This design comes from an exercise in tuning for small area on the open sky130 flow, not from production work. No activity file was given, so power comes from the tool's default toggle rates.

Design sequencer, start of the top module:
module sequencer(
    input  logic CLK100MHZ,
    input  logic rst,
    input  logic BTNU, BTND, BTNL, BTNR, BTNC, CPU_RESETN,
    input  logic SW15,SW14,SW13,SW12,SW11,SW10,SW9,SW8,SW7,SW6,SW5,SW4,SW3,SW2,SW1,SW0,
    output logic [15:0] LED,
    output logic LED16_R,
    output logic LED17_R, LED17_G, LED17_B,
    output logic [7:0] AN,
    output logic DP,CG,CF,CE,CD,CC,CB,CA,
    output logic AUD_PWM,
    output logic AUD_SD
);
Size: ~1200 cells after synthesis, roughly 280 flip-flops, about 62 I/O pins, about 12000 um2 of cells after synthesis.
export LEC_CHECK = 0
export ABC_AREA = 1
export CAP_MARGIN = 20
export CORE_AREA = 8 8 157 157
export DIE_AREA = 0 0 165 165
export SLEW_MARGIN = 20
create_clock -name core_clock -period 10.0 [get_ports {CLK100MHZ}]
standard.sh (not shown) runs the stock make flow with config.mk's settings and CLKGATE_MAP_FILE= SYNTH_SCRIPT=/design/flow/synth_recipe.tcl, a recipe that flattens the netlist after the stock synthesis.
==> flow/flow/run.sh <==
#!/bin/bash
# Own layout flow: the standard flow (standard.sh: the standard synthesis script and ORFS's
# make targets) with three changes:
# - ABC maps the combinational logic for area (resyn2 twice, &deepsyn, &dch -f, &nf) instead of ORFS's
#   area script (dch; map -B 0.9; buffer).  It runs after the flip-flops are mapped, so the registers,
#   their names and cells are the standard synthesis's.
# - the port buffers are sky130_fd_sc_hd__buf_1 (buffer_ports would pick a larger cell);
# - clock tree synthesis uses the standard arguments, clkbuf_4 buffers, clusters of at most
#   8 sinks, and no dummy loads.
# Every tool's output goes to the ORFS logs under orfs/logs and to make_finish.log here.
set -euo pipefail
work=$(pwd)
rm -rf "$work/scripts_local"
cp -r "$FLOW_HOME/scripts" "$work/scripts_local"
cat > "$work/scripts_local/abc_area.script" <<'ABC'
strash
balance; rewrite; refactor; balance; rewrite; rewrite -z; balance; refactor -z; rewrite -z; balance
balance; rewrite; refactor; balance; rewrite; rewrite -z; balance; refactor -z; rewrite -z; balance
&get -n
&deepsyn -T 30
&dch -f
&nf -R 1000
&put
topo
stime -c
upsize -c
dnsize -c
ABC
bash standard.sh \
  "SCRIPTS_DIR=$work/scripts_local" \
  "BUFFER_PORTS_ARGS=-buffer_cell sky130_fd_sc_hd__buf_1" \
  "CTS_ARGS=-sink_clustering_enable -repair_clock_nets -dont_use_dummy_load -sink_clustering_size 8 -sink_clustering_max_diameter 40 -buf_list sky130_fd_sc_hd__clkbuf_4" \
  finish > make_finish.log 2>&1
The first run passed the timing, DRC and antenna checks.
==> next run, changes <==
--- a/flow/flow/run.sh
+++ b/flow/flow/run.sh
@@ -7,4 +7,4 @@
 # - the port buffers are sky130_fd_sc_hd__buf_1 (buffer_ports would pick a larger cell);
-# - clock tree synthesis uses the standard arguments, clkbuf_4 buffers, clusters of at most
-#   8 sinks, and no dummy loads.
+# - clock tree synthesis uses the standard arguments, clkbuf_8 buffers, clusters of at most
+#   15 sinks, and no dummy loads.
 # Every tool's output goes to the ORFS logs under orfs/logs and to make_finish.log here.
@@ -24,5 +24,2 @@
 topo
-stime -c
-upsize -c
-dnsize -c
 ABC
@@ -31,3 +28,3 @@
   "BUFFER_PORTS_ARGS=-buffer_cell sky130_fd_sc_hd__buf_1" \
-  "CTS_ARGS=-sink_clustering_enable -repair_clock_nets -dont_use_dummy_load -sink_clustering_size 8 -sink_clustering_max_diameter 40 -buf_list sky130_fd_sc_hd__clkbuf_4" \
+  "CTS_ARGS=-sink_clustering_enable -repair_clock_nets -dont_use_dummy_load -sink_clustering_size 15 -sink_clustering_max_diameter 60 -buf_list sky130_fd_sc_hd__clkbuf_8" \
   finish > make_finish.log 2>&1
--- a/flow/config.mk
+++ b/flow/config.mk
@@ -9,4 +9,7 @@
 export CAP_MARGIN = 20
-export CORE_AREA = 8 8 157 157
-export DIE_AREA = 0 0 165 165
+export CORE_AREA = 10 10 190 190
+export CTS_BUF_LIST = sky130_fd_sc_hd__clkbuf_8
+export CTS_CLUSTER_DIAMETER = 60
+export CTS_CLUSTER_SIZE = 15
+export DIE_AREA = 0 0 200 200
 export SLEW_MARGIN = 20
Result: Final area increases by about 1.1%. Setup slack gets better by 0.11 ns. Area after synthesis shrinks by 1.5%. Maximum frequency came out higher by about 1.2%. Critical path depth stays the same. Sequential share of layout area goes down by 0.44 points. Worst hold slack gains 0.025 ns. Die area climbs by 47%. Clock power decreases by about 0.9%. Combinational power rises by about 0.8%. Via count came out lower by 1.4%.
==> next run, changes <==
--- a/flow/flow/run.sh
+++ b/flow/flow/run.sh
@@ -7,4 +7,4 @@
 # - the port buffers are sky130_fd_sc_hd__buf_1 (buffer_ports would pick a larger cell);
-# - clock tree synthesis uses the standard arguments, clkbuf_8 buffers, clusters of at most
-#   15 sinks, and no dummy loads.
+# - clock tree synthesis uses the standard arguments, clkbuf_4 buffers, clusters of at most
+#   8 sinks, and no dummy loads.
 # Every tool's output goes to the ORFS logs under orfs/logs and to make_finish.log here.
@@ -28,3 +28,3 @@
   "BUFFER_PORTS_ARGS=-buffer_cell sky130_fd_sc_hd__buf_1" \
-  "CTS_ARGS=-sink_clustering_enable -repair_clock_nets -dont_use_dummy_load -sink_clustering_size 15 -sink_clustering_max_diameter 60 -buf_list sky130_fd_sc_hd__clkbuf_8" \
+  "CTS_ARGS=-sink_clustering_enable -repair_clock_nets -dont_use_dummy_load -sink_clustering_size 8 -sink_clustering_max_diameter 40 -buf_list sky130_fd_sc_hd__clkbuf_4" \
   finish > make_finish.log 2>&1
--- a/flow/config.mk
+++ b/flow/config.mk
@@ -9,7 +9,5 @@
 export CAP_MARGIN = 20
-export CORE_AREA = 10 10 190 190
-export CTS_BUF_LIST = sky130_fd_sc_hd__clkbuf_8
-export CTS_CLUSTER_DIAMETER = 60
-export CTS_CLUSTER_SIZE = 15
-export DIE_AREA = 0 0 200 200
+export CORE_AREA = 8 8 157 157
+export DIE_AREA = 0 0 165 165
+export GPL_TIMING_DRIVEN = 0
 export SLEW_MARGIN = 20
Outcome: The changed run produced a clean layout. Via count is about the same. Final area shrinks by 1.1%. Combinational power shrinks by about 0.5%. Global-route usage grows by 5.2 points. Routed wire length shrinks by 7.3%. Non-clock buffer count shrinks by 29. Area after synthesis stays the same. Cell count shrinks by 9.2%. Worst setup slack gets worse by 0.18 ns. Total power grows by 0.45%. Core utilization grows by 18 points.
Function was not checked in any run of this note: the RTL went through the layout flow alone.

port drivers added, routing unchanged:
In the flow no input, the clock included, has a driving cell. The finished layouts below were timed again as built, in two steps. Step 1 (the two cells are an assumption about what drives the block):
set clk [get_ports {CLK100MHZ}]
set_driving_cell -lib_cell sky130_fd_sc_hd__clkbuf_16 $clk
set_driving_cell -lib_cell sky130_fd_sc_hd__buf_2 [delete_from_list [all_inputs] $clk]
Step 2 times the ports against the registers' clock, not the clock port: input delays grow and output delays shrink by t, the midpoint of the rising clock arrivals with the driver on. Three values: no drivers, after step 1, after step 2; two values: the first two.
| run | shift t [ns] | slack for setup (ns) | worst setup path after step 2 |
|---|---|---|---|
| the first run | 0.644 | 0.559 / 0.559 / 0.559 | register to register |
| the second run | 0.554 | 0.674 / 0.674 / 0.674 | register to register |
| the third run | 0.627 | 0.493 / 0.493 / 0.493 | register to register |
After both steps every run listed still meets setup and hold.
